Source: an optimization exercise on an open RTL-to-GDS flow (aim: small area, a short achievable clock period and few clock cycles). Production flows keep margins and buffers that such runs may drop.
Only simulation tests tie the RTL to the original design; equivalence was not proved.
Power and IR drop assume default switching activity.

===== flow/flow/run.sh =====
#!/bin/bash
# Standard synthesis; then every combinational cell is set to its smallest drive
# strength (registers untouched); then the standard layout, with plain buf_1
# cells as the port buffers and resizing not held to footprints.
set -euo pipefail
W=$PWD
R=$W/orfs/results/$FLOW_PLATFORM/simple_cpu/base
ARGS=("BUFFER_PORTS_ARGS=-buffer_cell sky130_fd_sc_hd__buf_1" MATCH_CELL_FOOTPRINT=0)
bash standard.sh "${ARGS[@]}" synth > make_synth.log 2>&1
cp "$R/1_2_yosys.v" "$W/1_2_yosys_standard.v"
LIB=$FLOW_HOME/platforms/$FLOW_PLATFORM/lib/sky130_fd_sc_hd__tt_025C_1v80.lib
python3 flow/downsize.py "$LIB" "$R/1_2_yosys.v" > downsize.log 2>&1
rm -f "$R/1_synth.odb" "$R/1_synth.sdc"
bash standard.sh "${ARGS[@]}" finish > make_finish.log 2>&1

===== flow/flow/downsize.py =====
# Sets every combinational cell of the synthesized netlist to the smallest-area
# drive strength of the same function (same name but the _N suffix), leaving the
# registers as they are; the layout's repair steps size cells up where timing
# needs it.
import re, sys
lib, net = sys.argv[1], sys.argv[2]
text_lib = open(lib).read()
area = {}
for m in re.finditer(r'cell\s*\(\s*"?(sky130_fd_sc_hd__\w+)"?\s*\)', text_lib):
    a = re.search(r'area\s*:\s*([\d.]+)', text_lib[m.end():m.end() + 100000])
    area[m.group(1)] = float(a.group(1))
groups = {}
for c in area:
    b = re.match(r'(sky130_fd_sc_hd__\w+?)_(\d+)$', c)
    if b:
        groups.setdefault(b.group(1), []).append(c)
seq = re.compile(r'sky130_fd_sc_hd__(df|edf|sdf|dl|conb|clk|lpflow|probe)')
def small(m):
    name = m.group(0)
    b = re.match(r'(sky130_fd_sc_hd__\w+?)_(\d+)$', name)
    if seq.match(name) or not b or name not in area:
        return name
    best = min(groups[b.group(1)], key=lambda c: (area[c], c))
    print(name, '->', best)
    return best
net_text = open(net).read()
net_text = re.sub(r'sky130_fd_sc_hd__\w+', small, net_text)
open(net, 'w').write(net_text)

===== flow/standard.sh =====
#!/bin/bash
# synth_recipe.tcl (not shown) runs the flow's synth.tcl, then flattens the netlist and writes it again
# the make line also repeats each setting of config.mk as NAME=value (left out here)
make -C /OpenROAD-flow-scripts/flow DESIGN_CONFIG=/design/flow/config.mk WORK_HOME=/design/flow/orfs CLKGATE_MAP_FILE= SYNTH_SCRIPT=/design/flow/synth_recipe.tcl "${@:-finish}"

===== flow/config.mk =====
export PLATFORM = sky130hd
export DESIGN_NAME = simple_cpu
export DESIGN_NICKNAME = simple_cpu
export VERILOG_FILES = /design/flow/design.v
export SDC_FILE = /design/flow/constraint.sdc
export NUM_CORES = 4
export LEC_CHECK = 0
export ABC_AREA = 1
export CAP_MARGIN = 20
export CORE_MARGIN = 2
export CORE_UTILIZATION = 40
export CTS_BUF_LIST = sky130_fd_sc_hd__clkbuf_8
export CTS_CLUSTER_SIZE = 30
export SETUP_SLACK_MARGIN = 2.45
export SLEW_MARGIN = 20

===== flow/constraint.sdc =====
create_clock -name core_clock -period 5.0 [get_ports {clk}]
set_input_delay 1.0000 -clock core_clock [delete_from_list [all_inputs] [get_ports {clk}]]
set_output_delay 1.0000 -clock core_clock [all_outputs]
set_load 0.01 [all_outputs]

===== flow/design.v =====
module simple_cpu (
    input clk,
    input rst_n,
    input instr_valid,
    input [15:0] instr,
    output instr_ready,
    input [7:0] mem_rdata,
    input mem_ready,
    output reg mem_req,
    output reg mem_we,
    output [7:0] mem_addr,
    output [7:0] mem_wdata,
    output reg done,
    output reg [3:0] flags   
);
  reg [7:0] regfile[0:7];
  reg x_alu;   
  reg x_fix;   
  reg [2:0] x_rd;
  reg [3:0] x_imm;
  reg c_add, c_sub, c_g, c_p, c_shl, c_shr;
  reg [7:0] opa;   
  reg [7:0] opb;   
  reg a_c4;   
  integer i;
  wire x_ld = mem_req & ~mem_we;
  wire mwait = mem_req & ~mem_ready;
  wire stall = x_fix | mwait;
  assign instr_ready = ~stall;
  wire accept = instr_valid & ~stall;
  assign mem_wdata = opa;
  assign mem_addr = {opb[7:4] + {3'b000, a_c4}, opb[3:0]};
  wire [7:0] bx = opb ^ {8{c_sub}};
  wire [7:0] p = opa ^ bx;
  wire [7:0] g = opa & bx;
  wire [7:0] g1, p1, g2, p2, g3, p3;
  genvar k;
  generate
    for (k = 0; k < 8; k = k + 1) begin : pfx
      if (k % 2 == 1) begin : l1a
        assign g1[k] = g[k] | (p[k] & g[k-1]);
        assign p1[k] = p[k] & p[k-1];
      end else begin : l1b
        assign g1[k] = g[k];
        assign p1[k] = p[k];
      end
      if (k % 4 >= 2) begin : l2a
        assign g2[k] = g1[k] | (p1[k] & g1[(k/4)*4+1]);
        assign p2[k] = p1[k] & p1[(k/4)*4+1];
      end else begin : l2b
        assign g2[k] = g1[k];
        assign p2[k] = p1[k];
      end
      if (k >= 4) begin : l3a
        assign g3[k] = g2[k] | (p2[k] & g2[3]);
        assign p3[k] = p2[k] & p2[3];
      end else begin : l3b
        assign g3[k] = g2[k];
        assign p3[k] = p2[k];
      end
    end
  endgenerate
  wire [7:0] cy = {g3[6:0] | (p3[6:0] & {7{c_sub}}), c_sub};
  wire [7:0] sum = p ^ cy;
  wire [2:0] rot = opb[2:0];
  wire [7:0] r1 = rot[0] ? {opa[6:0], opa[7]} : opa;
  wire [7:0] r2 = rot[1] ? {r1[5:0], r1[7:6]} : r1;
  wire [7:0] r3 = rot[2] ? {r2[3:0], r2[7:4]} : r2;
  reg [7:0] shmask;
  always @(*) begin
    for (i = 0; i < 8; i = i + 1)
      shmask[i] = (c_shl & (i >= rot)) | (c_shr & ((rot == 3'd0) | (i < rot)));
  end
  wire [7:0] alu_res = ({8{c_add}} & sum) | ({8{c_g}} & g) | ({8{c_p}} & p) |
                       (shmask & r3);
  wire [7:0] wr_val = alu_res | ({8{x_ld}} & mem_rdata);
  wire wr_en = x_alu | (x_ld & mem_ready);
  wire [3:0] i_op = instr[15:12];
  wire [2:0] i_rd = instr[11:9];
  wire [2:0] i_rs = instr[7:5];
  wire [3:0] i_imm = instr[3:0];
  wire i_alu = (i_op >= 4'h1) && (i_op <= 4'h8);
  wire i_mem = (i_op == 4'h9) || (i_op == 4'hA);
  wire i_immop = (i_op == 4'h6) || (i_op == 4'h7) || (i_op == 4'h8);
  wire [2:0] ra = i_rd;
  wire [2:0] rb = i_rs;
  wire [3:0] ri = i_imm;
  wire [7:0] ra_oh = 8'b1 << ra;
  wire [7:0] rb_oh = 8'b1 << rb;
  reg [7:0] rf_a, rf_b;
  always @(*) begin
    rf_a = 8'h00;
    rf_b = 8'h00;
    for (i = 0; i < 8; i = i + 1) begin
      rf_a = rf_a | ({8{ra_oh[i]}} & regfile[i]);
      rf_b = rf_b | ({8{rb_oh[i]}} & regfile[i]);
    end
  end
  wire [3:0] lp = rf_b[3:0] ^ ri;
  wire [3:0] lg = rf_b[3:0] & ri;
  wire lc1 = lg[0];
  wire lc2 = lg[1] | (lp[1] & lg[0]);
  wire lc3 = lg[2] | (lp[2] & lg[1]) | (lp[2] & lp[1] & lg[0]);
  wire lc4 = lg[3] | (lp[3] & lg[2]) | (lp[3] & lp[2] & lg[1]) | (lp[3] & lp[2] & lp[1] & lg[0]);
  wire [4:0] lo = {lc4, lp[3] ^ lc3, lp[2] ^ lc2, lp[1] ^ lc1, lp[0]};
  wire [4:0] lo_fix = {1'b0, opb[3:0]} + {1'b0, x_imm};
  wire fwd_a = wr_en && (x_rd == i_rd);
  wire hz_b = wr_en && (x_rd == i_rs);   
  wire fwd_b = hz_b && !i_immop;
  wire [2:0] i_rot = (i_op == 4'h8) ? 3'd0 - i_imm[2:0] : i_imm[2:0];
  wire [7:0] opb_rf = i_mem ? {rf_b[7:4], lo[3:0]} : (i_immop ? {4'h0, i_imm[3], i_rot} : rf_b);
  always @(posedge clk) begin
    c_add <= accept & ((i_op == 4'h1) || (i_op == 4'h2) || (i_op == 4'h6));
    c_sub <= accept & (i_op == 4'h2);
    c_g   <= accept & ((i_op == 4'h3) || (i_op == 4'h4));   
    c_p   <= accept & ((i_op == 4'h4) || (i_op == 4'h5));   
    c_shl <= accept & (i_op == 4'h7) & !i_imm[3];
    c_shr <= accept & (i_op == 4'h8) & !i_imm[3];
    opa <= ({8{stall}} & opa) | ({8{~stall & fwd_a}} & wr_val) | ({8{~stall & ~fwd_a}} & rf_a);
    opb <= ({8{mwait}} & opb) | ({8{x_fix}} & {opb[7:4], lo_fix[3:0]}) |
           ({8{~stall & fwd_b}} & wr_val) | ({8{~stall & ~fwd_b}} & opb_rf);
    a_c4 <= (mwait & a_c4) | (x_fix & lo_fix[4]) | (~stall & lo[4]);
    x_imm <= i_imm;   
    if (!stall) begin
      x_rd  <= i_rd;
      mem_we <= (i_op == 4'hA);
    end
  end
  always @(posedge clk or negedge rst_n) begin
    if (!rst_n) begin
      x_alu <= 1'b0;
      x_fix <= 1'b0;
      mem_req <= 1'b0;
      done <= 1'b0;
      flags <= 4'b0;
      for (i = 0; i < 8; i = i + 1) regfile[i] <= 8'h0;
    end else begin
      x_alu <= accept & i_alu;
      if (x_fix) begin
        x_fix <= 1'b0;
        mem_req <= 1'b1;
      end else if (!mwait) begin
        x_fix <= accept & i_mem & hz_b;
        mem_req <= accept & i_mem & ~hz_b;
      end
      if (accept && i_op == 4'hF) done <= 1'b1;
      if (wr_en) regfile[x_rd] <= wr_val;
      if (x_alu) begin
        flags[3] <= (alu_res == 8'h0);
        flags[2] <= alu_res[7];
      end
    end
  end
endmodule

==> summary.txt <==
==> power by group <==
group | internal [uW] | leakage, uW | switching, uW | total (uW)
Combinational | 371 | 0.00207 | 688 | 1060
Sequential | 1050 | 0.00116 | 191 | 1240
Clock | 190 | 0.000100 | 296 | 486
Total | 1610 | 0.00333 | 1180 | 2780
==> worst paths after layout <==
check	cells after the start	to	from	slack (ps)
worst max-delay path	15	opb[3]$_DFF_P_	instr[6]	2460
worst max register to register	11	opb[2]$_DFF_P_	opb[1]$_DFF_P_	2660
min in group asynchronous	1	regfile[5][0]$_DFFE_PN0P_	rst_n	740
worst min-delay path	2	done$_DFFE_PN0P_	done$_DFFE_PN0P_	470
max in group asynchronous	1	flags[2]$_DFFE_PN0P_	rst_n	3620
worst min register to register	2	done$_DFFE_PN0P_	done$_DFFE_PN0P_	470
==> metrics by stage <==
step,util (%),worst slack [ps],cells,hold slack [ps]
4_1_cts,45.8,2400,1134,476
2_1_floorplan,-,2300,907,433
6_report,47.2,2460,1140,472
5_1_grt,47.2,2350,1140,519
3_3_place_gp,43.4,1540,1113,454
3_5_place_dp,43.4,1550,1113,448
==> critical path, stage by stage <==
cell and delay [ps]:
buf_4 200, inv_2 80, nand3_2 150, inv_2 90, nand2_1 70, o2111ai_1 90, or2_4 280, ha_4 210
nand2_1 50, nand2_1 50, a21o_1 170, and2_4 140, o21ai_2 90, nand2_1 60, o21ai_1 120
==> cell usage in the layout, fill, tap and decap left out, types with 6 or more instances in the layout <==
cell type,n
a21oi_1,20
a221oi_1,7
buf_1,42
buf_4,13
clkbuf_8,10
dfrtp_1,70
dfxtp_1,23
ha_1,17
inv_1,128
nand2_1,258
nand3_1,70
nand4_1,7
nor2_1,45
nor2_2,7
nor2_4,8
nor3_1,6
o21ai_0,81
o22ai_1,33
xor2_1,9
==> layout make-up <==
type,instances,area [um2]
Multi-Input combinational cell,641,3500
Sequential cell,101,2420
Tap cell,188,235
Timing Repair Buffer,61,325
Fill cell,1568,8030
Clock buffer,10,138
Clock inverter,6,30.0
Inverter,133,513
==> repair_timing <==
action                     CTS  global route
pin swaps                    7            16
setup buffers                5             6
gates cloned                 0             0
setup endpoints to repair   72            58
gates resized for setup     51            41
==> metal layers <==
layer / global-route usage, % / vias up / part of all wire, %
li1: - / 3047 / -
met2: 35.6 / 265 / 43
met3: 3.58 / 34 / 7.7
met4: 8.63 / 0 / 2.2
met1: 38.4 / 2886 / 47
met5: 0 / - / 0
==> sequential cells by signal, indices dropped and copies added, names as in the netlist, 2 cells and up <==
name	cells
x_rd	3
regfile	64
opa	8
x_imm	4
flags	2
opb	8
==> summary.txt <==
Status
  – Outcome: complete, no violations

Yosys
  – Gate Count Post-Synth: 906
  – Syn avg cell area: 6.89 um2
  – Yosys synthesis warning count: 2
  – Post-Syn Area: 6240 um2

Setup path
  – CP Class: in -> reg
  – CP Max Fanout: 7
  – Critical Path End Type: flip-flop
  – Crit path arrival time: 2870 ps
  – CP required: 5330 ps
  – Startpoint types: input pin

GRT
  – Vias in the first global route: 5587
  – GR Overflow Total: 0
  – Pin count of the biggest net entering global routing: 71
  – Antenna violations before repair: 0
  – First-pass GRT wire length: 31.5 mm
  – Total GRT Usage: 25.0%

CTS
  – Root Driver: clkbuf_8
  – TritonCTS clock tree: done
  – CTS buffer count: 9
  – Clk sinks: 101
  – Hold_buf cts: 0
  – Worst-Skew Late Latency: 390 ps
  – CTS max path bufs: 2
  – CTS clk-pin slew, worst paths: 100 ps
  – H-tree depth: 3

Flow run
  – MaxCap Viol Count: 0

Place
  – Gpl congestion: 0.922
  – Port buffer count: 47
  – Hpwl dp: 14.1 mm
  – Dpl cell area: 6600 um2

Floorplanning
  – Die width: 129 um
  – Ports: 52
  – Die area: 16600 um2
  – Initial Util: 41.0%
  – Core Rows: 45
  – Core area: 15200 um2
  – Die Ht: 129 um

Power and ir drop
  – Leakage power: 0.00333 uW
  – Pwr/cell area: 388 nW/um2
  – Total power: 2780 uW
  – Peak supply drop: 0.203 mV

Route
  – DR pass1 iterations: 5
  – DRC violations left: 0
  – Post-DR vias/cell: 5.47
  – Via Count: 6232
  – Routed wire length: 20.0 mm
  – Wire per inst: 17.5 um
  – DRT iter0 DRCs: 632
  – Antenna Nets Post-Route: 0

STA
  – F_max: 394 MHz
  – Skew final: 19.0 ps
  – Minimum clock period: 2540 ps
  – Slew @ Worst Pin: 956 ps
  – Fin. max-slew vios: 0
  – Setup TNS: 0 ps
  – Final hold viol count: 0
  – Slew HR: 36.3%
  – RSZ-0062 raised after global routing: yes
  – Period utilization: 50.8%
  – Setup violations, final: 0

Final layout
  – Final #Nets: 997
  – P&R area growth vs syn: 14.9%
  – Antenna Cells: 0
  – Layout cells sized above 1: 9.45%
  – Final instance area: 7170 um2

Worst hold path
  – Hold crit path type: reg -> reg
Testbench counts, summed over its fixed seeds: cycles 4,970.

==> separate check: timing with driven ports <==
In the flow no input, the clock included, has a driving cell. The finished layout below was timed again as built, in two steps.
Step 1: set_driving_cell puts a clkbuf_16 on clk and a buf_2 on each other input, an assumption about the parent block.
Step 2 times the ports against the registers' clock, not the clock port: input delays grow and output delays shrink by t, the midpoint of the rising clock arrivals with the driver on.
Slacks: ideal ports / drivers / drivers and shift; pairs: ideal ports / drivers.
t, ns: 0.419
setup slack, ns: 2.459 / 2.440 / 2.020
hold slack, ns: 0.472 / 0.472 / 0.472
worst setup path at the end: input to register
After both steps this run still meets setup and hold. For this run, drivers alone change the setup slack by -0.019 ns; drivers and shift together by -0.439 ns.
